Background: an optimization exercise with open tools, aiming at small area, a short achievable clock period and few clock cycles per item. Do not read the settings as production practice.
RTL that was checked went through simulation tests only; none was proved equivalent to the original.
Function not checked in run 3: the RTL went through the layout flow alone.

===== design.v =====
module atang(
	input             clk,
	input             load,       
	input      [11:0] x,
	input      [11:0] y,
	output     [31:0] z,
	output            far2,       
	output            far1,       
	output            dec         
    );
	reg  [32:0] xr;              
	reg  [34:6] rh;
	wire [34:0] rr = {rh, 6'd0};
	reg  [31:0] zr;
	reg  [31:1] t;               
	reg  [16:0] oh;              
	reg         dn;              
	wire d = rr[34];             
	wire dx = ~dn;
	wire [29:17] ohh = t[30:18] & ~t[29:17];
	wire [29:0] a = ({30{oh[0]}} & 30'h35214E63) |
	                ({30{oh[1]}} & 30'h1C128E80) |
	                ({30{oh[2]}} & 30'h0E400224) |
	                ({30{oh[3]}} & 30'h0727154C) |
	                ({30{oh[4]}} & 30'h03946F29) |
	                ({30{oh[5]}} & 30'h01CA5435) |
	                ({30{oh[6]}} & 30'h00E52D8D) |
	                ({30{oh[7]}} & 30'h007296C6) |
	                ({30{oh[8]}} & 30'h00394B63) |
	                ({30{oh[9]}} & 30'h001CA5B1) |
	                ({30{oh[10]}} & 30'h000E52D8) |
	                ({30{oh[11]}} & 30'h0007296C) |
	                ({30{oh[12]}} & 30'h000394B6) |
	                ({30{oh[13]}} & 30'h0001CA5B) |
	                ({30{oh[14]}} & 30'h0000E52D) |
	                ({30{oh[15]}} & 30'h00007296) |
	                ({30{oh[16]}} & 30'h0000394B) |
	                ({30{ohh[17]}} & 30'h00001CA5) |
	                ({30{ohh[18]}} & 30'h00000E52) |
	                ({30{ohh[19]}} & 30'h00000729) |
	                ({30{ohh[20]}} & 30'h00000394) |
	                ({30{ohh[21]}} & 30'h000001CA) |
	                ({30{ohh[22]}} & 30'h000000E5) |
	                ({30{ohh[23]}} & 30'h00000072) |
	                ({30{ohh[24]}} & 30'h00000039) |
	                ({30{ohh[25]}} & 30'h0000001C) |
	                ({30{ohh[26]}} & 30'h0000000E) |
	                ({30{ohh[27]}} & 30'h00000007) |
	                ({30{ohh[28]}} & 30'h00000003) |
	                ({30{ohh[29]}} & 30'h00000001);
	wire [32:0] xmask;
	assign xmask[0] = 1'b0;
	assign xmask[1] = t[1];
	assign xmask[2] = t[2];
	assign xmask[3] = t[3];
	assign xmask[4] = t[4];
	assign xmask[5] = t[5];
	assign xmask[6] = t[6];
	assign xmask[7] = t[7];
	assign xmask[8] = t[8];
	assign xmask[9] = t[9];
	assign xmask[10] = t[10];
	assign xmask[11] = t[11];
	assign xmask[12] = t[12];
	assign xmask[13] = t[13];
	assign xmask[14] = t[14];
	assign xmask[15] = t[15];
	assign xmask[16] = t[16];
	assign xmask[17] = t[17];
	assign xmask[18] = t[18];
	assign xmask[19] = t[19];
	assign xmask[20] = t[20];
	assign xmask[21] = t[21];
	assign xmask[22] = t[22];
	assign xmask[23] = t[23];
	assign xmask[24] = t[24];
	assign xmask[25] = t[25];
	assign xmask[26] = t[26];
	assign xmask[27] = t[27];
	assign xmask[28] = t[28];
	assign xmask[29] = t[29];
	assign xmask[30] = t[30];
	assign xmask[32:31] = 2'b11;
	wire [32:0] xm = xr & xmask;
	wire [32:0] ysh;
	assign ysh[0] = (oh[0] & rr[1]) | (oh[1] & rr[3]) | (oh[2] & rr[5]) | (oh[3] & rr[7]) | (oh[4] & rr[9]) | (oh[5] & rr[11]) | (oh[6] & rr[13]) | (oh[7] & rr[15]) | (oh[8] & rr[17]) | (oh[9] & rr[19]) | (oh[10] & rr[21]) | (oh[11] & rr[23]) | (oh[12] & rr[25]) | (oh[13] & rr[27]) | (oh[14] & rr[29]) | (oh[15] & rr[31]) | (oh[16] & rr[33]) | (rr[34] & ~t[17]);
	assign ysh[1] = (oh[0] & rr[2]) | (oh[1] & rr[4]) | (oh[2] & rr[6]) | (oh[3] & rr[8]) | (oh[4] & rr[10]) | (oh[5] & rr[12]) | (oh[6] & rr[14]) | (oh[7] & rr[16]) | (oh[8] & rr[18]) | (oh[9] & rr[20]) | (oh[10] & rr[22]) | (oh[11] & rr[24]) | (oh[12] & rr[26]) | (oh[13] & rr[28]) | (oh[14] & rr[30]) | (oh[15] & rr[32]) | (rr[34] & ~t[16]);
	assign ysh[2] = (oh[0] & rr[3]) | (oh[1] & rr[5]) | (oh[2] & rr[7]) | (oh[3] & rr[9]) | (oh[4] & rr[11]) | (oh[5] & rr[13]) | (oh[6] & rr[15]) | (oh[7] & rr[17]) | (oh[8] & rr[19]) | (oh[9] & rr[21]) | (oh[10] & rr[23]) | (oh[11] & rr[25]) | (oh[12] & rr[27]) | (oh[13] & rr[29]) | (oh[14] & rr[31]) | (oh[15] & rr[33]) | (rr[34] & ~t[16]);
	assign ysh[3] = (oh[0] & rr[4]) | (oh[1] & rr[6]) | (oh[2] & rr[8]) | (oh[3] & rr[10]) | (oh[4] & rr[12]) | (oh[5] & rr[14]) | (oh[6] & rr[16]) | (oh[7] & rr[18]) | (oh[8] & rr[20]) | (oh[9] & rr[22]) | (oh[10] & rr[24]) | (oh[11] & rr[26]) | (oh[12] & rr[28]) | (oh[13] & rr[30]) | (oh[14] & rr[32]) | (rr[34] & ~t[15]);
	assign ysh[4] = (oh[0] & rr[5]) | (oh[1] & rr[7]) | (oh[2] & rr[9]) | (oh[3] & rr[11]) | (oh[4] & rr[13]) | (oh[5] & rr[15]) | (oh[6] & rr[17]) | (oh[7] & rr[19]) | (oh[8] & rr[21]) | (oh[9] & rr[23]) | (oh[10] & rr[25]) | (oh[11] & rr[27]) | (oh[12] & rr[29]) | (oh[13] & rr[31]) | (oh[14] & rr[33]) | (rr[34] & ~t[15]);
	assign ysh[5] = (oh[0] & rr[6]) | (oh[1] & rr[8]) | (oh[2] & rr[10]) | (oh[3] & rr[12]) | (oh[4] & rr[14]) | (oh[5] & rr[16]) | (oh[6] & rr[18]) | (oh[7] & rr[20]) | (oh[8] & rr[22]) | (oh[9] & rr[24]) | (oh[10] & rr[26]) | (oh[11] & rr[28]) | (oh[12] & rr[30]) | (oh[13] & rr[32]) | (rr[34] & ~t[14]);
	assign ysh[6] = (oh[0] & rr[7]) | (oh[1] & rr[9]) | (oh[2] & rr[11]) | (oh[3] & rr[13]) | (oh[4] & rr[15]) | (oh[5] & rr[17]) | (oh[6] & rr[19]) | (oh[7] & rr[21]) | (oh[8] & rr[23]) | (oh[9] & rr[25]) | (oh[10] & rr[27]) | (oh[11] & rr[29]) | (oh[12] & rr[31]) | (oh[13] & rr[33]) | (rr[34] & ~t[14]);
	assign ysh[7] = (oh[0] & rr[8]) | (oh[1] & rr[10]) | (oh[2] & rr[12]) | (oh[3] & rr[14]) | (oh[4] & rr[16]) | (oh[5] & rr[18]) | (oh[6] & rr[20]) | (oh[7] & rr[22]) | (oh[8] & rr[24]) | (oh[9] & rr[26]) | (oh[10] & rr[28]) | (oh[11] & rr[30]) | (oh[12] & rr[32]) | (rr[34] & ~t[13]);
	assign ysh[8] = (oh[0] & rr[9]) | (oh[1] & rr[11]) | (oh[2] & rr[13]) | (oh[3] & rr[15]) | (oh[4] & rr[17]) | (oh[5] & rr[19]) | (oh[6] & rr[21]) | (oh[7] & rr[23]) | (oh[8] & rr[25]) | (oh[9] & rr[27]) | (oh[10] & rr[29]) | (oh[11] & rr[31]) | (oh[12] & rr[33]) | (rr[34] & ~t[13]);
	assign ysh[9] = (oh[0] & rr[10]) | (oh[1] & rr[12]) | (oh[2] & rr[14]) | (oh[3] & rr[16]) | (oh[4] & rr[18]) | (oh[5] & rr[20]) | (oh[6] & rr[22]) | (oh[7] & rr[24]) | (oh[8] & rr[26]) | (oh[9] & rr[28]) | (oh[10] & rr[30]) | (oh[11] & rr[32]) | (rr[34] & ~t[12]);
	assign ysh[10] = (oh[0] & rr[11]) | (oh[1] & rr[13]) | (oh[2] & rr[15]) | (oh[3] & rr[17]) | (oh[4] & rr[19]) | (oh[5] & rr[21]) | (oh[6] & rr[23]) | (oh[7] & rr[25]) | (oh[8] & rr[27]) | (oh[9] & rr[29]) | (oh[10] & rr[31]) | (oh[11] & rr[33]) | (rr[34] & ~t[12]);
	assign ysh[11] = (oh[0] & rr[12]) | (oh[1] & rr[14]) | (oh[2] & rr[16]) | (oh[3] & rr[18]) | (oh[4] & rr[20]) | (oh[5] & rr[22]) | (oh[6] & rr[24]) | (oh[7] & rr[26]) | (oh[8] & rr[28]) | (oh[9] & rr[30]) | (oh[10] & rr[32]) | (rr[34] & ~t[11]);
	assign ysh[12] = (oh[0] & rr[13]) | (oh[1] & rr[15]) | (oh[2] & rr[17]) | (oh[3] & rr[19]) | (oh[4] & rr[21]) | (oh[5] & rr[23]) | (oh[6] & rr[25]) | (oh[7] & rr[27]) | (oh[8] & rr[29]) | (oh[9] & rr[31]) | (oh[10] & rr[33]) | (rr[34] & ~t[11]);
	assign ysh[13] = (oh[0] & rr[14]) | (oh[1] & rr[16]) | (oh[2] & rr[18]) | (oh[3] & rr[20]) | (oh[4] & rr[22]) | (oh[5] & rr[24]) | (oh[6] & rr[26]) | (oh[7] & rr[28]) | (oh[8] & rr[30]) | (oh[9] & rr[32]) | (rr[34] & ~t[10]);
	assign ysh[14] = (oh[0] & rr[15]) | (oh[1] & rr[17]) | (oh[2] & rr[19]) | (oh[3] & rr[21]) | (oh[4] & rr[23]) | (oh[5] & rr[25]) | (oh[6] & rr[27]) | (oh[7] & rr[29]) | (oh[8] & rr[31]) | (oh[9] & rr[33]) | (rr[34] & ~t[10]);
	assign ysh[15] = (oh[0] & rr[16]) | (oh[1] & rr[18]) | (oh[2] & rr[20]) | (oh[3] & rr[22]) | (oh[4] & rr[24]) | (oh[5] & rr[26]) | (oh[6] & rr[28]) | (oh[7] & rr[30]) | (oh[8] & rr[32]) | (rr[34] & ~t[9]);
	assign ysh[16] = (oh[0] & rr[17]) | (oh[1] & rr[19]) | (oh[2] & rr[21]) | (oh[3] & rr[23]) | (oh[4] & rr[25]) | (oh[5] & rr[27]) | (oh[6] & rr[29]) | (oh[7] & rr[31]) | (oh[8] & rr[33]) | (rr[34] & ~t[9]);
	assign ysh[17] = (oh[0] & rr[18]) | (oh[1] & rr[20]) | (oh[2] & rr[22]) | (oh[3] & rr[24]) | (oh[4] & rr[26]) | (oh[5] & rr[28]) | (oh[6] & rr[30]) | (oh[7] & rr[32]) | (rr[34] & ~t[8]);
	assign ysh[18] = (oh[0] & rr[19]) | (oh[1] & rr[21]) | (oh[2] & rr[23]) | (oh[3] & rr[25]) | (oh[4] & rr[27]) | (oh[5] & rr[29]) | (oh[6] & rr[31]) | (oh[7] & rr[33]) | (rr[34] & ~t[8]);
	assign ysh[19] = (oh[0] & rr[20]) | (oh[1] & rr[22]) | (oh[2] & rr[24]) | (oh[3] & rr[26]) | (oh[4] & rr[28]) | (oh[5] & rr[30]) | (oh[6] & rr[32]) | (rr[34] & ~t[7]);
	assign ysh[20] = (oh[0] & rr[21]) | (oh[1] & rr[23]) | (oh[2] & rr[25]) | (oh[3] & rr[27]) | (oh[4] & rr[29]) | (oh[5] & rr[31]) | (oh[6] & rr[33]) | (rr[34] & ~t[7]);
	assign ysh[21] = (oh[0] & rr[22]) | (oh[1] & rr[24]) | (oh[2] & rr[26]) | (oh[3] & rr[28]) | (oh[4] & rr[30]) | (oh[5] & rr[32]) | (rr[34] & ~t[6]);
	assign ysh[22] = (oh[0] & rr[23]) | (oh[1] & rr[25]) | (oh[2] & rr[27]) | (oh[3] & rr[29]) | (oh[4] & rr[31]) | (oh[5] & rr[33]) | (rr[34] & ~t[6]);
	assign ysh[23] = (oh[0] & rr[24]) | (oh[1] & rr[26]) | (oh[2] & rr[28]) | (oh[3] & rr[30]) | (oh[4] & rr[32]) | (rr[34] & ~t[5]);
	assign ysh[24] = (oh[0] & rr[25]) | (oh[1] & rr[27]) | (oh[2] & rr[29]) | (oh[3] & rr[31]) | (oh[4] & rr[33]) | (rr[34] & ~t[5]);
	assign ysh[25] = (oh[0] & rr[26]) | (oh[1] & rr[28]) | (oh[2] & rr[30]) | (oh[3] & rr[32]) | (rr[34] & ~t[4]);
	assign ysh[26] = (oh[0] & rr[27]) | (oh[1] & rr[29]) | (oh[2] & rr[31]) | (oh[3] & rr[33]) | (rr[34] & ~t[4]);
	assign ysh[27] = (oh[0] & rr[28]) | (oh[1] & rr[30]) | (oh[2] & rr[32]) | (rr[34] & ~t[3]);
	assign ysh[28] = (oh[0] & rr[29]) | (oh[1] & rr[31]) | (oh[2] & rr[33]) | (rr[34] & ~t[3]);
	assign ysh[29] = (oh[0] & rr[30]) | (oh[1] & rr[32]) | (rr[34] & ~t[2]);
	assign ysh[30] = (oh[0] & rr[31]) | (oh[1] & rr[33]) | (rr[34] & ~t[2]);
	assign ysh[31] = (oh[0] & rr[32]) | (rr[34] & ~t[1]);
	assign ysh[32] = (oh[0] & rr[33]) | (rr[34] & ~t[1]);
	wire [34:6] rnext;
	wire [32:0] xnext;
	wire [31:0] znext;
	add29 radd(.a(rr[33:5]), .b({2'b00, xm[32:6]} ^ {29{~d}}), .ci(~d), .s(rnext));
	add33 xadd(.a(xr), .b(ysh ^ {33{dx}}), .ci(dx), .s(xnext));
	add32 zadd(.a(zr), .b({2'b00, a} ^ {32{dx}}), .ci(dx), .s(znext));
	wire [12:0] xy_sum, xy_dif;
	add13 sadd(.a({1'b0, x}), .b({1'b0, y}), .ci(1'b0), .s(xy_sum));
	add13 dadd(.a({1'b0, y}), .b(~{1'b0, x}), .ci(1'b1), .s(xy_dif));
	always @(posedge clk) begin
		t <= load ? 31'h7fffffff : {t[30:1], 1'b0};
		oh <= load ? 17'd1 : {oh[15:0], 1'b0};
		dn <= load ? ~xy_dif[12] : ~rnext[34];
		if (load) begin
			xr <= {1'b0, xy_sum, 19'b0};
			rh <= {{3{xy_dif[12]}}, xy_dif, 13'b0};
			zr <= 32'h5A000000;
		end else begin
			xr <= xnext;
			rh <= rnext;
			zr <= znext;
		end
	end
	wire [14:0] zl = zr[14:0] ^ {15{dn}};
	assign far2 = ~|a[29:14] & (zl >= {a[13:0], 1'b0});
	assign far1 = ~|a[29:15] & (zl >= a[14:0]);
	assign dec = dx;
	assign z = zr;
endmodule
module add29(input [28:0] a, input [28:0] b, input ci, output [28:0] s);
	wire [28:0] p0 = a ^ b;
	wire [28:0] g0 = a & b;
	wire gc0 = g0[0] | (p0[0] & ci);
	wire gn1 = g0[1] | (p0[1] & gc0);
	wire gn2 = g0[3] | (p0[3] & g0[2]);
	wire pn2 = p0[3] & p0[2];
	wire gn3 = g0[5] | (p0[5] & g0[4]);
	wire pn3 = p0[5] & p0[4];
	wire gn4 = g0[7] | (p0[7] & g0[6]);
	wire pn4 = p0[7] & p0[6];
	wire gn5 = g0[9] | (p0[9] & g0[8]);
	wire pn5 = p0[9] & p0[8];
	wire gn6 = g0[11] | (p0[11] & g0[10]);
	wire pn6 = p0[11] & p0[10];
	wire gn7 = g0[13] | (p0[13] & g0[12]);
	wire pn7 = p0[13] & p0[12];
	wire gn8 = g0[15] | (p0[15] & g0[14]);
	wire pn8 = p0[15] & p0[14];
	wire gn9 = g0[17] | (p0[17] & g0[16]);
	wire pn9 = p0[17] & p0[16];
	wire gn10 = g0[19] | (p0[19] & g0[18]);
	wire pn10 = p0[19] & p0[18];
	wire gn11 = g0[21] | (p0[21] & g0[20]);
	wire pn11 = p0[21] & p0[20];
	wire gn12 = g0[23] | (p0[23] & g0[22]);
	wire pn12 = p0[23] & p0[22];
	wire gn13 = g0[25] | (p0[25] & g0[24]);
	wire pn13 = p0[25] & p0[24];
	wire gn14 = g0[27] | (p0[27] & g0[26]);
	wire pn14 = p0[27] & p0[26];
	wire gn15 = g0[2] | (p0[2] & gn1);
	wire gn16 = gn2 | (pn2 & gn1);
	wire gn17 = g0[6] | (p0[6] & gn3);
	wire pn17 = p0[6] & pn3;
	wire gn18 = gn4 | (pn4 & gn3);
	wire pn18 = pn4 & pn3;
	wire gn19 = g0[10] | (p0[10] & gn5);
	wire pn19 = p0[10] & pn5;
	wire gn20 = gn6 | (pn6 & gn5);
	wire pn20 = pn6 & pn5;
	wire gn21 = g0[14] | (p0[14] & gn7);
	wire pn21 = p0[14] & pn7;
	wire gn22 = gn8 | (pn8 & gn7);
	wire pn22 = pn8 & pn7;
	wire gn23 = g0[18] | (p0[18] & gn9);
	wire pn23 = p0[18] & pn9;
	wire gn24 = gn10 | (pn10 & gn9);
	wire pn24 = pn10 & pn9;
	wire gn25 = g0[22] | (p0[22] & gn11);
	wire pn25 = p0[22] & pn11;
	wire gn26 = gn12 | (pn12 & gn11);
	wire pn26 = pn12 & pn11;
	wire gn27 = g0[26] | (p0[26] & gn13);
	wire pn27 = p0[26] & pn13;
	wire gn28 = gn14 | (pn14 & gn13);
	wire pn28 = pn14 & pn13;
	wire gn29 = g0[4] | (p0[4] & gn16);
	wire gn30 = gn3 | (pn3 & gn16);
	wire gn31 = gn17 | (pn17 & gn16);
	wire gn32 = gn18 | (pn18 & gn16);
	wire gn33 = g0[12] | (p0[12] & gn20);
	wire pn33 = p0[12] & pn20;
	wire gn34 = gn7 | (pn7 & gn20);
	wire pn34 = pn7 & pn20;
	wire gn35 = gn21 | (pn21 & gn20);
	wire pn35 = pn21 & pn20;
	wire gn36 = gn22 | (pn22 & gn20);
	wire pn36 = pn22 & pn20;
	wire gn37 = g0[20] | (p0[20] & gn24);
	wire pn37 = p0[20] & pn24;
	wire gn38 = gn11 | (pn11 & gn24);
	wire pn38 = pn11 & pn24;
	wire gn39 = gn25 | (pn25 & gn24);
	wire pn39 = pn25 & pn24;
	wire gn40 = gn26 | (pn26 & gn24);
	wire pn40 = pn26 & pn24;
	wire gn41 = g0[28] | (p0[28] & gn28);
	wire pn41 = p0[28] & pn28;
	wire gn42 = g0[8] | (p0[8] & gn32);
	wire gn43 = gn5 | (pn5 & gn32);
	wire gn44 = gn19 | (pn19 & gn32);
	wire gn45 = gn20 | (pn20 & gn32);
	wire gn46 = gn33 | (pn33 & gn32);
	wire gn47 = gn34 | (pn34 & gn32);
	wire gn48 = gn35 | (pn35 & gn32);
	wire gn49 = gn36 | (pn36 & gn32);
	wire gn50 = g0[24] | (p0[24] & gn40);
	wire pn50 = p0[24] & pn40;
	wire gn51 = gn13 | (pn13 & gn40);
	wire pn51 = pn13 & pn40;
	wire gn52 = gn27 | (pn27 & gn40);
	wire pn52 = pn27 & pn40;
	wire gn53 = gn28 | (pn28 & gn40);
	wire pn53 = pn28 & pn40;
	wire gn54 = gn41 | (pn41 & gn40);
	wire pn54 = pn41 & pn40;
	wire gn55 = g0[16] | (p0[16] & gn49);
	wire gn56 = gn9 | (pn9 & gn49);
	wire gn57 = gn23 | (pn23 & gn49);
	wire gn58 = gn24 | (pn24 & gn49);
	wire gn59 = gn37 | (pn37 & gn49);
	wire gn60 = gn38 | (pn38 & gn49);
	wire gn61 = gn39 | (pn39 & gn49);
	wire gn62 = gn40 | (pn40 & gn49);
	wire gn63 = gn50 | (pn50 & gn49);
	wire gn64 = gn51 | (pn51 & gn49);
	wire gn65 = gn52 | (pn52 & gn49);
	wire gn66 = gn53 | (pn53 & gn49);
	wire gn67 = gn54 | (pn54 & gn49);
	wire [28:0] c;
	assign c[0] = ci;
	assign c[1] = gc0;
	assign c[2] = gn1;
	assign c[3] = gn15;
	assign c[4] = gn16;
	assign c[5] = gn29;
	assign c[6] = gn30;
	assign c[7] = gn31;
	assign c[8] = gn32;
	assign c[9] = gn42;
	assign c[10] = gn43;
	assign c[11] = gn44;
	assign c[12] = gn45;
	assign c[13] = gn46;
	assign c[14] = gn47;
	assign c[15] = gn48;
	assign c[16] = gn49;
	assign c[17] = gn55;
	assign c[18] = gn56;
	assign c[19] = gn57;
	assign c[20] = gn58;
	assign c[21] = gn59;
	assign c[22] = gn60;
	assign c[23] = gn61;
	assign c[24] = gn62;
	assign c[25] = gn63;
	assign c[26] = gn64;
	assign c[27] = gn65;
	assign c[28] = gn66;
	assign s = p0 ^ c;
endmodule
module add33(input [32:0] a, input [32:0] b, input ci, output [32:0] s);
	wire [32:0] p0 = a ^ b;
	wire [32:0] g0 = a & b;
	wire gc0 = g0[0] | (p0[0] & ci);
	wire gn1 = g0[1] | (p0[1] & gc0);
	wire gn2 = g0[3] | (p0[3] & g0[2]);
	wire pn2 = p0[3] & p0[2];
	wire gn3 = g0[5] | (p0[5] & g0[4]);
	wire pn3 = p0[5] & p0[4];
	wire gn4 = g0[7] | (p0[7] & g0[6]);
	wire pn4 = p0[7] & p0[6];
	wire gn5 = g0[9] | (p0[9] & g0[8]);
	wire pn5 = p0[9] & p0[8];
	wire gn6 = g0[11] | (p0[11] & g0[10]);
	wire pn6 = p0[11] & p0[10];
	wire gn7 = g0[13] | (p0[13] & g0[12]);
	wire pn7 = p0[13] & p0[12];
	wire gn8 = g0[15] | (p0[15] & g0[14]);
	wire pn8 = p0[15] & p0[14];
	wire gn9 = g0[17] | (p0[17] & g0[16]);
	wire pn9 = p0[17] & p0[16];
	wire gn10 = g0[19] | (p0[19] & g0[18]);
	wire pn10 = p0[19] & p0[18];
	wire gn11 = g0[21] | (p0[21] & g0[20]);
	wire pn11 = p0[21] & p0[20];
	wire gn12 = g0[23] | (p0[23] & g0[22]);
	wire pn12 = p0[23] & p0[22];
	wire gn13 = g0[25] | (p0[25] & g0[24]);
	wire pn13 = p0[25] & p0[24];
	wire gn14 = g0[27] | (p0[27] & g0[26]);
	wire pn14 = p0[27] & p0[26];
	wire gn15 = g0[29] | (p0[29] & g0[28]);
	wire pn15 = p0[29] & p0[28];
	wire gn16 = g0[31] | (p0[31] & g0[30]);
	wire pn16 = p0[31] & p0[30];
	wire gn17 = g0[2] | (p0[2] & gn1);
	wire gn18 = gn2 | (pn2 & gn1);
	wire gn19 = g0[6] | (p0[6] & gn3);
	wire pn19 = p0[6] & pn3;
	wire gn20 = gn4 | (pn4 & gn3);
	wire pn20 = pn4 & pn3;
	wire gn21 = g0[10] | (p0[10] & gn5);
	wire pn21 = p0[10] & pn5;
	wire gn22 = gn6 | (pn6 & gn5);
	wire pn22 = pn6 & pn5;
	wire gn23 = g0[14] | (p0[14] & gn7);
	wire pn23 = p0[14] & pn7;
	wire gn24 = gn8 | (pn8 & gn7);
	wire pn24 = pn8 & pn7;
	wire gn25 = g0[18] | (p0[18] & gn9);
	wire pn25 = p0[18] & pn9;
	wire gn26 = gn10 | (pn10 & gn9);
	wire pn26 = pn10 & pn9;
	wire gn27 = g0[22] | (p0[22] & gn11);
	wire pn27 = p0[22] & pn11;
	wire gn28 = gn12 | (pn12 & gn11);
	wire pn28 = pn12 & pn11;
	wire gn29 = g0[26] | (p0[26] & gn13);
	wire pn29 = p0[26] & pn13;
	wire gn30 = gn14 | (pn14 & gn13);
	wire pn30 = pn14 & pn13;
	wire gn31 = g0[30] | (p0[30] & gn15);
	wire pn31 = p0[30] & pn15;
	wire gn32 = gn16 | (pn16 & gn15);
	wire pn32 = pn16 & pn15;
	wire gn33 = g0[4] | (p0[4] & gn18);
	wire gn34 = gn3 | (pn3 & gn18);
	wire gn35 = gn19 | (pn19 & gn18);
	wire gn36 = gn20 | (pn20 & gn18);
	wire gn37 = g0[12] | (p0[12] & gn22);
	wire pn37 = p0[12] & pn22;
	wire gn38 = gn7 | (pn7 & gn22);
	wire pn38 = pn7 & pn22;
	wire gn39 = gn23 | (pn23 & gn22);
	wire pn39 = pn23 & pn22;
	wire gn40 = gn24 | (pn24 & gn22);
	wire pn40 = pn24 & pn22;
	wire gn41 = g0[20] | (p0[20] & gn26);
	wire pn41 = p0[20] & pn26;
	wire gn42 = gn11 | (pn11 & gn26);
	wire pn42 = pn11 & pn26;
	wire gn43 = gn27 | (pn27 & gn26);
	wire pn43 = pn27 & pn26;
	wire gn44 = gn28 | (pn28 & gn26);
	wire pn44 = pn28 & pn26;
	wire gn45 = g0[28] | (p0[28] & gn30);
	wire pn45 = p0[28] & pn30;
	wire gn46 = gn15 | (pn15 & gn30);
	wire pn46 = pn15 & pn30;
	wire gn47 = gn31 | (pn31 & gn30);
	wire pn47 = pn31 & pn30;
	wire gn48 = gn32 | (pn32 & gn30);
	wire pn48 = pn32 & pn30;
	wire gn49 = g0[8] | (p0[8] & gn36);
	wire gn50 = gn5 | (pn5 & gn36);
	wire gn51 = gn21 | (pn21 & gn36);
	wire gn52 = gn22 | (pn22 & gn36);
	wire gn53 = gn37 | (pn37 & gn36);
	wire gn54 = gn38 | (pn38 & gn36);
	wire gn55 = gn39 | (pn39 & gn36);
	wire gn56 = gn40 | (pn40 & gn36);
	wire gn57 = g0[24] | (p0[24] & gn44);
	wire pn57 = p0[24] & pn44;
	wire gn58 = gn13 | (pn13 & gn44);
	wire pn58 = pn13 & pn44;
	wire gn59 = gn29 | (pn29 & gn44);
	wire pn59 = pn29 & pn44;
	wire gn60 = gn30 | (pn30 & gn44);
	wire pn60 = pn30 & pn44;
	wire gn61 = gn45 | (pn45 & gn44);
	wire pn61 = pn45 & pn44;
	wire gn62 = gn46 | (pn46 & gn44);
	wire pn62 = pn46 & pn44;
	wire gn63 = gn47 | (pn47 & gn44);
	wire pn63 = pn47 & pn44;
	wire gn64 = gn48 | (pn48 & gn44);
	wire pn64 = pn48 & pn44;
	wire gn65 = g0[16] | (p0[16] & gn56);
	wire gn66 = gn9 | (pn9 & gn56);
	wire gn67 = gn25 | (pn25 & gn56);
	wire gn68 = gn26 | (pn26 & gn56);
	wire gn69 = gn41 | (pn41 & gn56);
	wire gn70 = gn42 | (pn42 & gn56);
	wire gn71 = gn43 | (pn43 & gn56);
	wire gn72 = gn44 | (pn44 & gn56);
	wire gn73 = gn57 | (pn57 & gn56);
	wire gn74 = gn58 | (pn58 & gn56);
	wire gn75 = gn59 | (pn59 & gn56);
	wire gn76 = gn60 | (pn60 & gn56);
	wire gn77 = gn61 | (pn61 & gn56);
	wire gn78 = gn62 | (pn62 & gn56);
	wire gn79 = gn63 | (pn63 & gn56);
	wire gn80 = gn64 | (pn64 & gn56);
	wire gn81 = g0[32] | (p0[32] & gn80);
	wire [32:0] c;
	assign c[0] = ci;
	assign c[1] = gc0;
	assign c[2] = gn1;
	assign c[3] = gn17;
	assign c[4] = gn18;
	assign c[5] = gn33;
	assign c[6] = gn34;
	assign c[7] = gn35;
	assign c[8] = gn36;
	assign c[9] = gn49;
	assign c[10] = gn50;
	assign c[11] = gn51;
	assign c[12] = gn52;
	assign c[13] = gn53;
	assign c[14] = gn54;
	assign c[15] = gn55;
	assign c[16] = gn56;
	assign c[17] = gn65;
	assign c[18] = gn66;
	assign c[19] = gn67;
	assign c[20] = gn68;
	assign c[21] = gn69;
	assign c[22] = gn70;
	assign c[23] = gn71;
	assign c[24] = gn72;
	assign c[25] = gn73;
	assign c[26] = gn74;
	assign c[27] = gn75;
	assign c[28] = gn76;
	assign c[29] = gn77;
	assign c[30] = gn78;
	assign c[31] = gn79;
	assign c[32] = gn80;
	assign s = p0 ^ c;
endmodule
module add32(input [31:0] a, input [31:0] b, input ci, output [31:0] s);
	wire [31:0] p0 = a ^ b;
	wire [31:0] g0 = a & b;
	wire gc0 = g0[0] | (p0[0] & ci);
	wire gn1 = g0[1] | (p0[1] & gc0);
	wire gn2 = g0[3] | (p0[3] & g0[2]);
	wire pn2 = p0[3] & p0[2];
	wire gn3 = g0[5] | (p0[5] & g0[4]);
	wire pn3 = p0[5] & p0[4];
	wire gn4 = g0[7] | (p0[7] & g0[6]);
	wire pn4 = p0[7] & p0[6];
	wire gn5 = g0[9] | (p0[9] & g0[8]);
	wire pn5 = p0[9] & p0[8];
	wire gn6 = g0[11] | (p0[11] & g0[10]);
	wire pn6 = p0[11] & p0[10];
	wire gn7 = g0[13] | (p0[13] & g0[12]);
	wire pn7 = p0[13] & p0[12];
	wire gn8 = g0[15] | (p0[15] & g0[14]);
	wire pn8 = p0[15] & p0[14];
	wire gn9 = g0[17] | (p0[17] & g0[16]);
	wire pn9 = p0[17] & p0[16];
	wire gn10 = g0[19] | (p0[19] & g0[18]);
	wire pn10 = p0[19] & p0[18];
	wire gn11 = g0[21] | (p0[21] & g0[20]);
	wire pn11 = p0[21] & p0[20];
	wire gn12 = g0[23] | (p0[23] & g0[22]);
	wire pn12 = p0[23] & p0[22];
	wire gn13 = g0[25] | (p0[25] & g0[24]);
	wire pn13 = p0[25] & p0[24];
	wire gn14 = g0[27] | (p0[27] & g0[26]);
	wire pn14 = p0[27] & p0[26];
	wire gn15 = g0[29] | (p0[29] & g0[28]);
	wire pn15 = p0[29] & p0[28];
	wire gn16 = g0[31] | (p0[31] & g0[30]);
	wire pn16 = p0[31] & p0[30];
	wire gn17 = g0[2] | (p0[2] & gn1);
	wire gn18 = gn2 | (pn2 & gn1);
	wire gn19 = g0[6] | (p0[6] & gn3);
	wire pn19 = p0[6] & pn3;
	wire gn20 = gn4 | (pn4 & gn3);
	wire pn20 = pn4 & pn3;
	wire gn21 = g0[10] | (p0[10] & gn5);
	wire pn21 = p0[10] & pn5;
	wire gn22 = gn6 | (pn6 & gn5);
	wire pn22 = pn6 & pn5;
	wire gn23 = g0[14] | (p0[14] & gn7);
	wire pn23 = p0[14] & pn7;
	wire gn24 = gn8 | (pn8 & gn7);
	wire pn24 = pn8 & pn7;
	wire gn25 = g0[18] | (p0[18] & gn9);
	wire pn25 = p0[18] & pn9;
	wire gn26 = gn10 | (pn10 & gn9);
	wire pn26 = pn10 & pn9;
	wire gn27 = g0[22] | (p0[22] & gn11);
	wire pn27 = p0[22] & pn11;
	wire gn28 = gn12 | (pn12 & gn11);
	wire pn28 = pn12 & pn11;
	wire gn29 = g0[26] | (p0[26] & gn13);
	wire pn29 = p0[26] & pn13;
	wire gn30 = gn14 | (pn14 & gn13);
	wire pn30 = pn14 & pn13;
	wire gn31 = g0[30] | (p0[30] & gn15);
	wire pn31 = p0[30] & pn15;
	wire gn32 = gn16 | (pn16 & gn15);
	wire pn32 = pn16 & pn15;
	wire gn33 = g0[4] | (p0[4] & gn18);
	wire gn34 = gn3 | (pn3 & gn18);
	wire gn35 = gn19 | (pn19 & gn18);
	wire gn36 = gn20 | (pn20 & gn18);
	wire gn37 = g0[12] | (p0[12] & gn22);
	wire pn37 = p0[12] & pn22;
	wire gn38 = gn7 | (pn7 & gn22);
	wire pn38 = pn7 & pn22;
	wire gn39 = gn23 | (pn23 & gn22);
	wire pn39 = pn23 & pn22;
	wire gn40 = gn24 | (pn24 & gn22);
	wire pn40 = pn24 & pn22;
	wire gn41 = g0[20] | (p0[20] & gn26);
	wire pn41 = p0[20] & pn26;
	wire gn42 = gn11 | (pn11 & gn26);
	wire pn42 = pn11 & pn26;
	wire gn43 = gn27 | (pn27 & gn26);
	wire pn43 = pn27 & pn26;
	wire gn44 = gn28 | (pn28 & gn26);
	wire pn44 = pn28 & pn26;
	wire gn45 = g0[28] | (p0[28] & gn30);
	wire pn45 = p0[28] & pn30;
	wire gn46 = gn15 | (pn15 & gn30);
	wire pn46 = pn15 & pn30;
	wire gn47 = gn31 | (pn31 & gn30);
	wire pn47 = pn31 & pn30;
	wire gn48 = gn32 | (pn32 & gn30);
	wire pn48 = pn32 & pn30;
	wire gn49 = g0[8] | (p0[8] & gn36);
	wire gn50 = gn5 | (pn5 & gn36);
	wire gn51 = gn21 | (pn21 & gn36);
	wire gn52 = gn22 | (pn22 & gn36);
	wire gn53 = gn37 | (pn37 & gn36);
	wire gn54 = gn38 | (pn38 & gn36);
	wire gn55 = gn39 | (pn39 & gn36);
	wire gn56 = gn40 | (pn40 & gn36);
	wire gn57 = g0[24] | (p0[24] & gn44);
	wire pn57 = p0[24] & pn44;
	wire gn58 = gn13 | (pn13 & gn44);
	wire pn58 = pn13 & pn44;
	wire gn59 = gn29 | (pn29 & gn44);
	wire pn59 = pn29 & pn44;
	wire gn60 = gn30 | (pn30 & gn44);
	wire pn60 = pn30 & pn44;
	wire gn61 = gn45 | (pn45 & gn44);
	wire pn61 = pn45 & pn44;
	wire gn62 = gn46 | (pn46 & gn44);
	wire pn62 = pn46 & pn44;
	wire gn63 = gn47 | (pn47 & gn44);
	wire pn63 = pn47 & pn44;
	wire gn64 = gn48 | (pn48 & gn44);
	wire pn64 = pn48 & pn44;
	wire gn65 = g0[16] | (p0[16] & gn56);
	wire gn66 = gn9 | (pn9 & gn56);
	wire gn67 = gn25 | (pn25 & gn56);
	wire gn68 = gn26 | (pn26 & gn56);
	wire gn69 = gn41 | (pn41 & gn56);
	wire gn70 = gn42 | (pn42 & gn56);
	wire gn71 = gn43 | (pn43 & gn56);
	wire gn72 = gn44 | (pn44 & gn56);
	wire gn73 = gn57 | (pn57 & gn56);
	wire gn74 = gn58 | (pn58 & gn56);
	wire gn75 = gn59 | (pn59 & gn56);
	wire gn76 = gn60 | (pn60 & gn56);
	wire gn77 = gn61 | (pn61 & gn56);
	wire gn78 = gn62 | (pn62 & gn56);
	wire gn79 = gn63 | (pn63 & gn56);
	wire gn80 = gn64 | (pn64 & gn56);
	wire [31:0] c;
	assign c[0] = ci;
	assign c[1] = gc0;
	assign c[2] = gn1;
	assign c[3] = gn17;
	assign c[4] = gn18;
	assign c[5] = gn33;
	assign c[6] = gn34;
	assign c[7] = gn35;
	assign c[8] = gn36;
	assign c[9] = gn49;
	assign c[10] = gn50;
	assign c[11] = gn51;
	assign c[12] = gn52;
	assign c[13] = gn53;
	assign c[14] = gn54;
	assign c[15] = gn55;
	assign c[16] = gn56;
	assign c[17] = gn65;
	assign c[18] = gn66;
	assign c[19] = gn67;
	assign c[20] = gn68;
	assign c[21] = gn69;
	assign c[22] = gn70;
	assign c[23] = gn71;
	assign c[24] = gn72;
	assign c[25] = gn73;
	assign c[26] = gn74;
	assign c[27] = gn75;
	assign c[28] = gn76;
	assign c[29] = gn77;
	assign c[30] = gn78;
	assign c[31] = gn79;
	assign s = p0 ^ c;
endmodule
module add13(input [12:0] a, input [12:0] b, input ci, output [12:0] s);
	wire [12:0] p0 = a ^ b;
	wire [12:0] g0 = a & b;
	wire gc0 = g0[0] | (p0[0] & ci);
	wire gn1 = g0[1] | (p0[1] & gc0);
	wire gn2 = g0[3] | (p0[3] & g0[2]);
	wire pn2 = p0[3] & p0[2];
	wire gn3 = g0[5] | (p0[5] & g0[4]);
	wire pn3 = p0[5] & p0[4];
	wire gn4 = g0[7] | (p0[7] & g0[6]);
	wire pn4 = p0[7] & p0[6];
	wire gn5 = g0[9] | (p0[9] & g0[8]);
	wire pn5 = p0[9] & p0[8];
	wire gn6 = g0[11] | (p0[11] & g0[10]);
	wire pn6 = p0[11] & p0[10];
	wire gn7 = g0[2] | (p0[2] & gn1);
	wire gn8 = gn2 | (pn2 & gn1);
	wire gn9 = g0[6] | (p0[6] & gn3);
	wire pn9 = p0[6] & pn3;
	wire gn10 = gn4 | (pn4 & gn3);
	wire pn10 = pn4 & pn3;
	wire gn11 = g0[10] | (p0[10] & gn5);
	wire pn11 = p0[10] & pn5;
	wire gn12 = gn6 | (pn6 & gn5);
	wire pn12 = pn6 & pn5;
	wire gn13 = g0[4] | (p0[4] & gn8);
	wire gn14 = gn3 | (pn3 & gn8);
	wire gn15 = gn9 | (pn9 & gn8);
	wire gn16 = gn10 | (pn10 & gn8);
	wire gn17 = g0[12] | (p0[12] & gn12);
	wire pn17 = p0[12] & pn12;
	wire gn18 = g0[8] | (p0[8] & gn16);
	wire gn19 = gn5 | (pn5 & gn16);
	wire gn20 = gn11 | (pn11 & gn16);
	wire gn21 = gn12 | (pn12 & gn16);
	wire gn22 = gn17 | (pn17 & gn16);
	wire [12:0] c;
	assign c[0] = ci;
	assign c[1] = gc0;
	assign c[2] = gn1;
	assign c[3] = gn7;
	assign c[4] = gn8;
	assign c[5] = gn13;
	assign c[6] = gn14;
	assign c[7] = gn15;
	assign c[8] = gn16;
	assign c[9] = gn18;
	assign c[10] = gn19;
	assign c[11] = gn20;
	assign c[12] = gn21;
	assign s = p0 ^ c;
endmodule
module conv_dec_ascii(
	input  [16:0] d_in,
	output [20:0] digits     
    );
	wire [6:0] i = d_in[16:10];
	wire [9:0] f = d_in[9:0];
	wire [13:0] m1 = {1'b0, f, 3'b0} + {3'b0, f, 1'b0};
	wire [13:0] m2 = {1'b0, m1[9:0], 3'b0} + {3'b0, m1[9:0], 1'b0};
	wire [13:0] m3 = {1'b0, m2[9:0], 3'b0} + {3'b0, m2[9:0], 1'b0};
	wire [3:0] qh = m1[13:10];
	wire [3:0] qt = m2[13:10];
	wire [3:0] qo = m3[13:10];
	wire [3:0] it = (i >= 7'd120) ? 4'd12 : (i >= 7'd110) ? 4'd11 : (i >= 7'd100) ? 4'd10 :
	                (i >= 7'd90) ? 4'd9 : (i >= 7'd80) ? 4'd8 : (i >= 7'd70) ? 4'd7 :
	                (i >= 7'd60) ? 4'd6 : (i >= 7'd50) ? 4'd5 : (i >= 7'd40) ? 4'd4 :
	                (i >= 7'd30) ? 4'd3 : (i >= 7'd20) ? 4'd2 : (i >= 7'd10) ? 4'd1 : 4'd0;
	wire [6:0] io = i - {it, 3'b0} - {2'b0, it, 1'b0};
	wire       ih = it[3] & (it[2] | it[1]);
	wire [8:0] ti = {ih, ih ? it - 4'd10 : it, io[3:0]};
	assign digits = {ti, qh, qt, qo};
endmodule
module CRC(
	input  [20:0] digits,    
	output [7:0]  crc
    );
	function [7:0] crc8;
		input [47:0] m;
		integer k;
		reg [7:0] c;
		reg fb;
		begin
			c = 8'h80;
			for (k = 47; k >= 0; k = k - 1) begin
				fb = c[7] ^ m[k];
				c = {c[6:0], 1'b0} ^ (fb ? 8'h31 : 8'h00);
			end
			crc8 = c;
		end
	endfunction
	wire [47:0] text = {7'b0011000, digits[20], 4'h3, digits[19:16], 4'h3, digits[15:12],
	                    4'h3, digits[11:8], 4'h3, digits[7:4], 4'h3, digits[3:0]};
	assign crc = crc8(text);
endmodule
module angle_frame(
	input clk,
	input rst,
	input start,
	input [11:0] x,
	input [11:0] y,
	output [55:0] frame,
	output frame_valid
    );
	reg        busy;
	reg        valid;
	reg  [20:0] dig;
	reg  [7:0]  crc_hi;          
	wire [31:0] z;
	wire [20:0] dig_next;
	wire [7:0]  crc_hi_next, crc_lo, crc_0;
	wire        far2, far1, dec;
	atang Arctg_alg(.clk(clk), .load(start), .x(x), .y(y), .z(z),
	                .far2(far2), .far1(far1), .dec(dec));
	conv_dec_ascii Conversie(.d_in(z[31:15]), .digits(dig_next));
	CRC crc_a(.digits({dig_next[20:4], 4'd0}), .crc(crc_hi_next));
	CRC crc_b(.digits({17'd0, dig[3:0]}), .crc(crc_lo));
	CRC crc_c(.digits(21'd0), .crc(crc_0));
	reg        pend;
	reg        dprev;
	wire       late = pend & (dec ^ dprev);
	wire       live = busy & ~late;
	always @(posedge clk) begin
		dig <= dig_next;
		crc_hi <= crc_hi_next;
		dprev <= dec;
		if (rst) begin
			busy  <= 1'b0;
			valid <= 1'b0;
			pend  <= 1'b0;
		end else begin
			busy  <= start | (live & ~far2);
			valid <= live & far2;
			pend  <= live & ~far2 & far1;
		end
	end
	assign frame = {7'b0011000, dig[20], 4'h3, dig[19:16], 4'h3, dig[15:12],
	                4'h3, dig[11:8], 4'h3, dig[7:4], 4'h3, dig[3:0],
	                crc_hi ^ crc_lo ^ crc_0};
	assign frame_valid = valid | late;
endmodule

===== flow/run.sh =====
#!/bin/bash
# Layout flow: the standard synthesis, then the combinational logic
# (everything but the flip-flops, which keep their names and cells) is
# re-mapped by ABC with an area-recovering script; then the standard
# layout from the netlist, with sky130_fd_sc_hd__buf_2 port buffers.
# Every tool's output goes to a log file in this folder.
set -euo pipefail
bash standard.sh synth > flow_synth.log 2>&1
R=orfs/results/sky130hd/angle_frame/base
cp $R/1_2_yosys.v $R/1_2_yosys_standard.v
LIB=$FLOW_HOME/platforms/sky130hd/lib/sky130_fd_sc_hd__tt_025C_1v80.lib
sed -e "s#@IN@#$R/1_2_yosys_standard.v#" -e "s#@OUT@#$R/1_2_yosys.v#" \
    -e "s#@LIB@#$LIB#g" -e "s#@ABC@#flow/resynth.abc#" flow/resynth.ys > resynth.ys
yosys -l yosys_resynth.log -q resynth.ys > /dev/null 2>&1
bash standard.sh BUFFER_PORTS_ARGS="-buffer_cell sky130_fd_sc_hd__buf_2" finish > flow_finish.log 2>&1

===== flow/resynth.abc =====
strash
dch
map -B 0.2
topo
dnsize

===== flow/resynth.ys =====
read_liberty -overwrite -ignore_miss_func @LIB@
read_verilog -overwrite @IN@
hierarchy -top angle_frame
setattr -mod -set keep_hierarchy 1 sky130_fd_sc_hd__df*
flatten
opt_clean
abc -script @ABC@ -liberty @LIB@ -dont_use sky130_fd_sc_hd__lpflow_bleeder_1 -dont_use sky130_fd_sc_hd__lpflow_clkbufkapwr_1 -dont_use sky130_fd_sc_hd__lpflow_clkbufkapwr_16 -dont_use sky130_fd_sc_hd__lpflow_clkbufkapwr_2 -dont_use sky130_fd_sc_hd__lpflow_clkbufkapwr_4 -dont_use sky130_fd_sc_hd__lpflow_clkbufkapwr_8 -dont_use sky130_fd_sc_hd__lpflow_clkinvkapwr_1 -dont_use sky130_fd_sc_hd__lpflow_clkinvkapwr_16 -dont_use sky130_fd_sc_hd__lpflow_clkinvkapwr_2 -dont_use sky130_fd_sc_hd__lpflow_clkinvkapwr_4 -dont_use sky130_fd_sc_hd__lpflow_clkinvkapwr_8 -dont_use sky130_fd_sc_hd__lpflow_decapkapwr_12 -dont_use sky130_fd_sc_hd__lpflow_decapkapwr_3 -dont_use sky130_fd_sc_hd__lpflow_decapkapwr_4 -dont_use sky130_fd_sc_hd__lpflow_decapkapwr_6 -dont_use sky130_fd_sc_hd__lpflow_decapkapwr_8 -dont_use sky130_fd_sc_hd__lpflow_inputiso0n_1 -dont_use sky130_fd_sc_hd__lpflow_inputiso0p_1 -dont_use sky130_fd_sc_hd__lpflow_inputiso1n_1 -dont_use sky130_fd_sc_hd__lpflow_inputiso1p_1 -dont_use sky130_fd_sc_hd__lpflow_inputisolatch_1 -dont_use sky130_fd_sc_hd__lpflow_isobufsrc_1 -dont_use sky130_fd_sc_hd__lpflow_isobufsrc_16 -dont_use sky130_fd_sc_hd__lpflow_isobufsrc_2 -dont_use sky130_fd_sc_hd__lpflow_isobufsrc_4 -dont_use sky130_fd_sc_hd__lpflow_isobufsrc_8 -dont_use sky130_fd_sc_hd__lpflow_isobufsrckapwr_16 -dont_use sky130_fd_sc_hd__lpflow_lsbuf_lh_hl_isowell_tap_1 -dont_use sky130_fd_sc_hd__lpflow_lsbuf_lh_hl_isowell_tap_2 -dont_use sky130_fd_sc_hd__lpflow_lsbuf_lh_hl_isowell_tap_4 -dont_use sky130_fd_sc_hd__lpflow_lsbuf_lh_isowell_4 -dont_use sky130_fd_sc_hd__lpflow_lsbuf_lh_isowell_tap_1 -dont_use sky130_fd_sc_hd__lpflow_lsbuf_lh_isowell_tap_2 -dont_use sky130_fd_sc_hd__lpflow_lsbuf_lh_isowell_tap_4 -dont_use sky130_fd_sc_hd__probe_p_8 -dont_use sky130_fd_sc_hd__probec_p_8 
opt_clean -purge
hilomap -singleton -hicell sky130_fd_sc_hd__conb_1 HI -locell sky130_fd_sc_hd__conb_1 LO
setundef -zero
splitnets
opt_clean -purge
stat -liberty @LIB@
delete =sky130_fd_sc_hd__*
write_verilog -noattr -noexpr -nohex -nodec @OUT@

===== standard.sh =====
#!/bin/bash
# synth_recipe.tcl (not shown) runs the flow's synth.tcl, then flattens the netlist and writes it again
# the make line also repeats each setting of config.mk as NAME=value (left out here)
make -C /OpenROAD-flow-scripts/flow DESIGN_CONFIG=/design/flow/config.mk WORK_HOME=/design/flow/orfs CLKGATE_MAP_FILE= SYNTH_SCRIPT=/design/flow/synth_recipe.tcl "${@:-finish}"

===== config.mk =====
export PLATFORM = sky130hd
export DESIGN_NAME = angle_frame
export DESIGN_NICKNAME = angle_frame
export VERILOG_FILES = /design/flow/design.v
export SDC_FILE = /design/flow/constraint.sdc
export NUM_CORES = 8
export LEC_CHECK = 0
export CAP_MARGIN = 20
export CORE_MARGIN = 2
export CORE_UTILIZATION = 30
export CTS_BUF_LIST = sky130_fd_sc_hd__clkbuf_16
export CTS_CLUSTER_DIAMETER = 80
export CTS_CLUSTER_SIZE = 24
export SETUP_SLACK_MARGIN = 4.7
export SLEW_MARGIN = 20
export SYNTH_MEMORY_MAX_BITS = 65536

===== constraint.sdc =====
create_clock -name core_clock -period 8.0 [get_ports {clk}]
set_input_delay 1.6000 -clock core_clock [delete_from_list [all_inputs] [get_ports {clk}]]
set_output_delay 1.6000 -clock core_clock [all_outputs]
set_load 0.01 [all_outputs]

==> flow_metrics.env, run 1 <==
export IMPL_layout_common_cells="nand2_1, nor2_1, clkinv_1"
export IMPL_antenna_found_initial=0
export IMPL_io_buffer_count=56
export IMPL_critPathSlowestCell="o211ai_1"
export IMPL_synth_avg_cell_area_um2=5.997
export IMPL_routed_via_density=5.336
export IMPL_grt_setup_unrepaired="true"
export IMPL_gr_total_overflow=0
export IMPL_wl_mm=51.52
export IMPL_numCtsBuffers=17
export IMPL_clk_latency_ns=0.48
export IMPL_fp_coreArea_um2=48650
export IMPL_fin_hold_ws_ns=0.4347
export IMPL_synthCells=2450
export IMPL_whs_path_depth=1
export IMPL_chipHeight_um=225.3
export IMPL_cts_tree="yes"
export IMPL_rr_endpoint="Arctg_alg.xr[28]$_DFF_P_"
export IMPL_clockBufferDepth=2
export IMPL_timing_fmax_ghz=0.2921
export IMPL_first_pass_iters=6
export IMPL_fin_nets=2636
export IMPL_end_kind="flop"
export IMPL_hold_violations=0
export IMPL_worstSetupStartpointType="input pin"
export IMPL_io_pins=84
export IMPL_required_ns=8.41
export IMPL_htreeDepth=4
export IMPL_design_area_um2=18040
export IMPL_ctsHoldBuffers=0
export IMPL_clkTransAtPathRegs_ns=0.07
export IMPL_slew_viol_final=0
export IMPL_post_drt_wl_per_cell_um=15.88
export IMPL_slew_headroom=0.5491
export IMPL_ant_nets=0
export IMPL_clock_sinks=174
export IMPL_min_to="Arctg_alg.t[5]$_SDFF_PP1_"
export IMPL_period_minus_slack_ns=3.423
export IMPL_place_hpwl_mm=36.27
export IMPL_path_max_fanout=5
export IMPL_fp_dieW_um=225.3
export IMPL_grt_pass1_vias=15928
export IMPL_grt_pass1_wl_mm=81.92
export IMPL_yosys_warnings=3
export IMPL_place_congestion=0.9719
export IMPL_first_iter_violations=1783
export IMPL_status="no timing/DRC/antenna violations"
export IMPL_mostFrequentLayoutCell="nand2_1"
export IMPL_start_util=0.3020
export IMPL_rr_worst_depth=15
export IMPL_fin_ws_ns=4.577
export IMPL_critPathArrivalTime_ns=3.83
export IMPL_via_count=17311
export IMPL_min_from="Arctg_alg.t[4]$_SDFF_PP1_"
export IMPL_num_rows=81
export IMPL_reg2reg_setup_slack_ns=4.72
export IMPL_finalSetupViolCount=0
export IMPL_netlist_area_um2=14690
export IMPL_n_antenna_cell=0
export IMPL_drc=0
export IMPL_cp_cell_sequence="buf_4 > clkinv_4 > nor2_2 > a21oi_4 > nor2_4 > nor2_2 > nor2_2 > a21oi_2 > a21oi_2 > nand2_2 > a21oi_2 > o21ai_2 > o21ai_2 > nand3_1 > o211ai_1 > nand2_1 > o211ai_1 > nand2_1 > a21oi_2"
export IMPL_root_buffer="clkbuf_16"
export IMPL_drive_gt1_frac=0.1598
export IMPL_crit_type="input pin to flop"
export IMPL_r2r_start="Arctg_alg.rh[19]$_DFF_P_"
export IMPL_grt_util_all_layers=0.1995
export IMPL_cpMostUsedCell="a21oi_2"
export IMPL_area_growth_pct=22.81
export IMPL_dpl_cell_area_um2=16010
export IMPL_worstMarginPinSlew_ns=0.6763
export IMPL_fin_worst_skew_ns=0.01601
export IMPL_holdCritPathClass="flop to flop"
export IMPL_totalNegativeSetupSlack_ns=0
export IMPL_grt_max_degree=69
export IMPL_fin_crit_sh=0.4279
export IMPL_cap_violations=0
export IMPL_max_stage_delay_ns=0.27
export IMPL_dpl_worst_slack_ns=3.457
export IMPL_dieArea_um2=50760
export IMPL_startpoint="y[1]"
layout make-up:
type | instances | area (µm²)
Clock buffer | 17 | 425.4
Clock inverter | 15 | 110.1
Fill cell | 5262 | 30600
Inverter | 324 | 1375
Multi-Input combinational cell | 1976 | 10940
Sequential cell | 174 | 3588
Tap cell | 622 | 778.2
Timing Repair Buffer | 115 | 812.0
Timing Repair inverter | 1 | 11.26
metrics by stage:
| stage | utilization | instances |
|---|---|---|
| after floorplan | - | 2475 |
| after global placement | 0.3290 | 3158 |
| after detailed placement | 0.3290 | 3158 |
| after CTS | 0.3509 | 3217 |
| after global routing | 0.3709 | 3244 |
| final | 0.3709 | 3244 |
worst max path at each step:
stage,end,slack [ns],depth (start not counted)
after floorplan,Arctg_alg.dn$_DFF_P_,4.38,18
after global placement,Arctg_alg.xr[23]$_DFF_P_,3.43,6
after detailed placement,Arctg_alg.xr[23]$_DFF_P_,3.46,6
after CTS,Arctg_alg.xr[22]$_DFF_P_,4.52,15
after global routing,Arctg_alg.dn$_DFF_P_,4.36,19
final,Arctg_alg.dn$_DFF_P_,4.58,19
registers in the layout (all words and copies together), names as in the netlist:
register / flops
Arctg_alg.xr: 33
Arctg_alg.zr: 32
Arctg_alg.t: 30
Arctg_alg.rh: 29
dig: 21
Arctg_alg.oh: 16
crc_hi: 8
Arctg_alg.dn: 1
busy: 1
dprev: 1
pend: 1
valid: 1
worst max-delay path, delay by kind of cell:
family / cells / cell delay (ns)
AND/OR/NAND/NOR: 8 / 0.84
buffers and inverters: 2 / 0.17
AO/OA/AOI/OAI: 9 / 1.24
per-layer routing:
| metal | vias to the layer above | GRT usage | wire (µm) |
|---|---|---|---|
| li1 | 8647 | - | - |
| met1 | 7763 | 0.2601 | 23100 |
| met2 | 704 | 0.3191 | 22370 |
| met3 | 197 | 0.03872 | 3929 |
| met4 | 0 | 0.08802 | 2118 |
| met5 | - | 0 | 0 |
timing repair:
item | CTS | global route
pin swaps | 22 | 39
setup buffers | 27 | 25
endpoints found under the setup margin | 105 | 73
gates cloned | 0 | 2
resized for setup | 107 | 219
Testbench counts, summed over its fixed seeds: cycles 155,428, frames 8,000.
==> run 2: changes to the inputs <==
==> flow/resynth.abc (replaced) <==
strash
dch
map -B 0.4
topo
stime -c
upsize -c
dnsize -c
--- a/config.mk
+++ b/config.mk
@@ -13,3 +13,3 @@
 export CTS_CLUSTER_SIZE = 24
-export SETUP_SLACK_MARGIN = 4.7
+export SETUP_SLACK_MARGIN = 4.6
 export SLEW_MARGIN = 20
==> flow_metrics.env, run 2 <==
export IMPL_status="no timing/DRC/antenna violations"
export IMPL_place_inst=3233
export IMPL_holdCritPathClass="flop to flop"
export IMPL_ant_nets=0
export IMPL_grt_util_all_layers=0.1818
export IMPL_grt_pass1_wl_mm=77.34
export IMPL_worstMarginPinSlew_ns=0.9033
export IMPL_period_minus_slack_ns=3.244
export IMPL_clock_sinks=174
export IMPL_root_buffer="clkbuf_16"
export IMPL_gr_total_overflow=0
export IMPL_critPathSlowestCell="o21ai_2"
export IMPL_crit_type="input pin to flop"
export IMPL_synth_avg_cell_area_um2=6.169
export IMPL_timing_fmax_ghz=0.3083
export IMPL_fin_crit_sh=0.4055
export IMPL_mostFrequentLayoutCell="nand2_1"
export IMPL_cp_cell_sequence="buf_8 > nor2_4 > a21oi_4 > o21ai_2 > nor2_2 > a21oi_2 > o21ai_2 > nand2_2 > nand2_2 > nand2_2 > o21ai_2 > nand2_1 > o21ai_2 > o21bai_1 > o21bai_1 > o21bai_1 > o21ai_1 > a21oi_1 > a21oi_1"
export IMPL_fin_ws_ns=4.756
export IMPL_netlist_area_um2=15280
export IMPL_worstSetupStartpointType="input pin"
export IMPL_wl_mm=47.83
export IMPL_cap_violations=0
export IMPL_chipHeight_um=229.7
export IMPL_slew_headroom=0.3978
export IMPL_met2_usage=0.2857
export IMPL_end_kind="flop"
export IMPL_via_count=16452
export IMPL_post_drt_wl_per_cell_um=14.56
export IMPL_drive_gt1_frac=0.1469
export IMPL_slew_viol_final=0
export IMPL_grt_max_degree=110
export IMPL_place_hpwl_mm=35.16
export IMPL_grtUsageMet1=0.2398
export IMPL_grt_setup_unrepaired="true"
export IMPL_fin_worst_skew_ns=0.01220
export IMPL_clockBufferDepth=2
export IMPL_final_cells=3286
export IMPL_synthCells=2477
export IMPL_grt_pass1_vias=14909
export IMPL_fp_coreArea_um2=50170
export IMPL_routed_via_density=5.007
export IMPL_io_buffer_count=56
export IMPL_yosys_warnings=3
export IMPL_grt_util_met3=0.03919
export IMPL_top_register="Arctg_alg.xr"
export IMPL_largest_reg_flops=33
export IMPL_clkTransAtPathRegs_ns=0.07
export IMPL_max_stage_delay_ns=0.18
export IMPL_path_max_fanout=3
export IMPL_critPathArrivalTime_ns=3.63
export IMPL_dieArea_um2=52760
export IMPL_reg_top3="Arctg_alg.xr x33, Arctg_alg.zr x32, Arctg_alg.t x30"
export IMPL_dpl_worst_slack_ns=3.994
export IMPL_required_ns=8.39
export IMPL_layout_common_cells="nand2_1, nor2_1, clkinv_1"
export IMPL_first_iter_violations=1647
export IMPL_totalNegativeSetupSlack_ns=0
export IMPL_htreeDepth=4
export IMPL_ctsHoldBuffers=0
export IMPL_fin_nets=2628
export IMPL_area_growth_pct=15.60
export IMPL_antenna_found_initial=0
export IMPL_numCtsBuffers=17
export IMPL_hold_violations=0
export IMPL_finalSetupViolCount=0
export IMPL_crit_family="compound AO/OA/AOI/OAI gates"
export IMPL_start_util=0.3046
export IMPL_drc=0
export IMPL_cpMostUsedCell="o21ai_2"
export IMPL_first_pass_iters=6
export IMPL_io_pins=84
export IMPL_critical_path_buf_inv_count=1
export IMPL_place_congestion=0.9615
export IMPL_clk_latency_ns=0.50
export IMPL_busiest_layer="met2"
export IMPL_cts_tree="yes"
export IMPL_n_antenna_cell=0
export IMPL_num_rows=82
export IMPL_fp_dieW_um=229.7
[run 2: cell types whose count changed in the layout (fill, tap and decap cells not counted), sizes merged, moves of 18 or more]
cell / previous run / this run
nand3: 191 / 173
nor2: 332 / 350
inv: 28 / 49
buf: 114 / 81
nand2: 566 / 626
clkinv: 300 / 320
[run 2: path summary, 6_finish.rpt]
check                                              endpoint  slack (ns)  depth (start not counted)                       from
worst max-delay path               Arctg_alg.xr[31]$_DFF_P_        4.76                         19                       y[1]
worst min-delay path              Arctg_alg.t[3]$_SDFF_PP1_        0.43                          2  Arctg_alg.t[2]$_SDFF_PP1_
worst max register to register  Arctg_alg.xr[32]$_SDFF_PP0_        4.83                         15   Arctg_alg.rh[29]$_DFF_P_
worst min register to register    Arctg_alg.t[3]$_SDFF_PP1_        0.43                          2  Arctg_alg.t[2]$_SDFF_PP1_
[run 2: worst reg2reg max path: cells and delay by family, from the launching register on]
kind | cells | cell delay, ns
buffers and inverters | 1 | 0.33
AND/OR/NAND/NOR | 11 | 1.44
AO/OA/AOI/OAI | 2 | 0.46
XOR/XNOR | 1 | 0.30
flip-flops | 1 | 0.54
[run 2: timing repair]
item	in CTS	in global routing
setup endpoints to repair	46	56
setup buffers	8	13
pin swaps	7	26
resized for setup	18	115
[run 2: layout make-up]
type,count,area (µm²)
clock buffer,17,425.4
clock inverter,15,113.9
fill,5577,32510
inverter,369,1553
multi-input combinational,1958,10660
sequential,174,3546
tap,672,840.8
timing repair buffer,81,529.3
[run 2: metal layers]
metal | share of wire | vias up
met4 | 0.036 | 0
met5 | 0 | -
li1 | - | 8474
met3 | 0.070 | 120
met2 | 0.43 | 571
met1 | 0.46 | 7287
[run 2: stage by stage]
step	cell area (µm²)	hold slack, ns	util
6_report	17660	0.4348	0.3521
4_1_cts	17230	0.4355	0.3434
3_5_place_dp	16590	0.4243	0.3307
3_3_place_gp	16590	0.4224	0.3307
5_1_grt	17660	0.4640	0.3521
2_1_floorplan	15440	0.4107	-
==> run 3: changes to the inputs <==
--- a/design.v
+++ b/design.v
@@ -11,4 +11,4 @@
 	reg  [32:0] xr;              
-	reg  [34:6] rh;
-	wire [34:0] rr = {rh, 6'd0};
+	reg  [33:6] rh;
+	wire [34:0] rr = {rh[33], rh, 6'd0};
 	reg  [31:0] zr;
@@ -130,6 +130,6 @@
 		oh <= load ? 17'd1 : {oh[15:0], 1'b0};
-		dn <= load ? ~xy_dif[12] : ~rnext[34];
+		dn <= load ? ~xy_dif[12] : ~rnext[33];
 		if (load) begin
 			xr <= {1'b0, xy_sum, 19'b0};
-			rh <= {{3{xy_dif[12]}}, xy_dif, 13'b0};
+			rh <= {{2{xy_dif[12]}}, xy_dif, 13'b0};
 			zr <= 32'h5A000000;
@@ -137,3 +137,3 @@
 			xr <= xnext;
-			rh <= rnext;
+			rh <= rnext[33:6];
 			zr <= znext;
==> flow_metrics.env, run 3 <==
export IMPL_layout_common_cells="nand2_1, clkinv_1, nor2_1"
export IMPL_drive_gt1_frac=0.1585
export IMPL_final_cells=3240
export IMPL_path_max_fanout=46
export IMPL_timing_fmax_ghz=0.3070
export IMPL_fin_nets=2582
export IMPL_yosys_warnings=3
export IMPL_fp_dieW_um=229.0
export IMPL_netlist_area_um2=15190
export IMPL_cap_violations=0
export IMPL_slew_viol_final=0
export IMPL_clock_sinks=173
export IMPL_design_area_um2=17700
export IMPL_crit_type="flop to output pin"
export IMPL_fin_crit_sh=0.4071
export IMPL_antenna_found_initial=0
export IMPL_top_register="Arctg_alg.xr"
export IMPL_worstMarginPinSlew_ns=0.9116
export IMPL_grt_setup_unrepaired="false"
export IMPL_num_rows=82
export IMPL_hold_violations=0
export IMPL_drc=0
export IMPL_n_antenna_cell=0
export IMPL_multi_input_area_um2=10720
export IMPL_routed_via_density=5.059
export IMPL_chipHeight_um=229.0
export IMPL_holdCritPathClass="flop to flop"
export IMPL_grt_max_degree=104
export IMPL_period_minus_slack_ns=3.257
export IMPL_dpl_cell_area_um2=16500
export IMPL_clockBufferDepth=2
export IMPL_place_congestion=0.9512
export IMPL_htreeDepth=4
export IMPL_status="no timing/DRC/antenna violations"
export IMPL_io_pins=84
export IMPL_synth_avg_cell_area_um2=6.275
export IMPL_worstSetupStartpointType="flop"
export IMPL_start_util=0.3033
export IMPL_grtUsageMet1=0.2462
export IMPL_met2_usage=0.2936
export IMPL_wl_mm=48.25
export IMPL_synthCells=2420
export IMPL_required_ns=6.40
export IMPL_slew_headroom=0.3923
export IMPL_totalNegativeSetupSlack_ns=0
export IMPL_reg_top3="Arctg_alg.xr x33, Arctg_alg.zr x32, Arctg_alg.t x30"
export IMPL_end_kind="output pin"
export IMPL_clkTransAtPathRegs_ns=0.08
export IMPL_busiest_layer="met2"
export IMPL_fin_worst_skew_ns=0.01321
export IMPL_via_count=16392
export IMPL_mostFrequentLayoutCell="nand2_1"
export IMPL_ant_nets=0
export IMPL_fin_ws_ns=4.743
export IMPL_first_pass_iters=7
export IMPL_grt_pass1_wl_mm=79.05
export IMPL_critPathArrivalTime_ns=1.66
export IMPL_fillers=5600
export IMPL_first_iter_violations=1541
export IMPL_grt_util_all_layers=0.1843
export IMPL_post_drt_wl_per_cell_um=14.89
export IMPL_finalSetupViolCount=0
export IMPL_gr_total_overflow=0
export IMPL_critPathSlowestCell="dfxtp_4"
export IMPL_clk_latency_ns=0.49
export IMPL_cts_tree="yes"
export IMPL_place_hpwl_mm=35.28
export IMPL_numCtsBuffers=17
export IMPL_grt_pass1_vias=15347
export IMPL_dpl_worst_slack_ns=4.067
export IMPL_largest_reg_flops=33
export IMPL_grt_util_met3=0.02963
export IMPL_dieArea_um2=52430
export IMPL_root_buffer="clkbuf_16"
export IMPL_fp_coreArea_um2=50070
export IMPL_place_inst=3177
export IMPL_cp_cell_sequence="buf_16 > inv_16 > a21boi_1 > o21ai_0 > nand2_1 > buf_2"
export IMPL_area_growth_pct=16.59
export IMPL_max_stage_delay_ns=0.36
export IMPL_io_buffer_count=56
export IMPL_regArea_um2=3517
run 3: critical path: cells and delay by family (launching register included):
family / cells / cell delay [ns]
DFF: 1 / 0.36
buffers and inverters: 3 / 0.51
and+or+nand+nor: 1 / 0.07
AOI/OAI and AO/OA: 2 / 0.20
run 3: final timing paths:
path                                  start                        end  slack [ns]  cells past startpoint
hold / removal    Arctg_alg.t[2]$_SDFF_PP1_  Arctg_alg.t[3]$_SDFF_PP1_        0.43                      2
hold reg to reg   Arctg_alg.t[2]$_SDFF_PP1_  Arctg_alg.t[3]$_SDFF_PP1_        0.43                      2
setup reg to reg   Arctg_alg.rh[30]$_DFF_P_   Arctg_alg.xr[27]$_DFF_P_        4.78                     16
setup / recovery       Arctg_alg.dn$_DFF_P_                frame_valid        4.74                      6
run 3: routing by layer:
| layer | vias to the layer above | part of all wire |
|---|---|---|
| li1 | 8382 | - |
| met1 | 7223 | 0.45 |
| met2 | 625 | 0.44 |
| met3 | 162 | 0.074 |
| met4 | 0 | 0.038 |
| met5 | - | 0 |
run 3: final cells by class:
type                       count  share of cell area
clock buffer                  18             0.02544
clock inverter                14            0.006996
inverter                     332             0.07788
multi-input combinational   1939              0.6057
sequential                   173              0.1987
tap                          672             0.04749
timing repair buffer          92             0.03781
run 3: per-stage QoR:
| step | util | hold slack, ns |
|---|---|---|
| floorplan | - | 0.4107 |
| global placement | 0.3296 | 0.4156 |
| detailed placement | 0.3296 | 0.4204 |
| CTS | 0.3433 | 0.4311 |
| global route | 0.3536 | 0.4729 |
| finish | 0.3536 | 0.4301 |
run 3: what timing repair did:
| item | in CTS | in global routing |
|---|---|---|
| gates cloned | 1 | 1 |
| setup buffers | 3 | 26 |
| pin swaps | 1 | 25 |
| resized for setup | 12 | 103 |
| setup endpoints to repair | 40 | 53 |
| hold buffers | 0 | 0 |

static timing again, ports no longer ideal:
Ports are ideal in the flow. The routed layouts listed here were re-timed in OpenROAD.
Step 1 assumes that a clkbuf_16 drives the clock port and a buf_2 every other input.
Step 2 moves the port delays by t, midway between the first and last clock arrival at a register: inputs arrive t later, outputs are due t later. That takes back most of the time a late clock gives input paths.
a / b / c = ideal ports / drivers / drivers and shift; a / b = the first two.
| run | shift t [ns] | setup slack, ns | worst register clock-pin slew, ns |
|---|---|---|---|
| run 1 | 0.534 | 4.577 / 4.595 / 4.062 | 0.08 / 0.08 |
| run 2 | 0.548 | 4.756 / 4.761 / 4.225 | 0.08 / 0.08 |
| run 3 | 0.539 | 4.743 / 4.682 / 4.239 | 0.08 / 0.08 |
After both steps setup and hold are still met in every run listed. The setup slack of run 2, which loses most, moves by +0.005 ns with the drivers and by -0.531 ns with both steps.
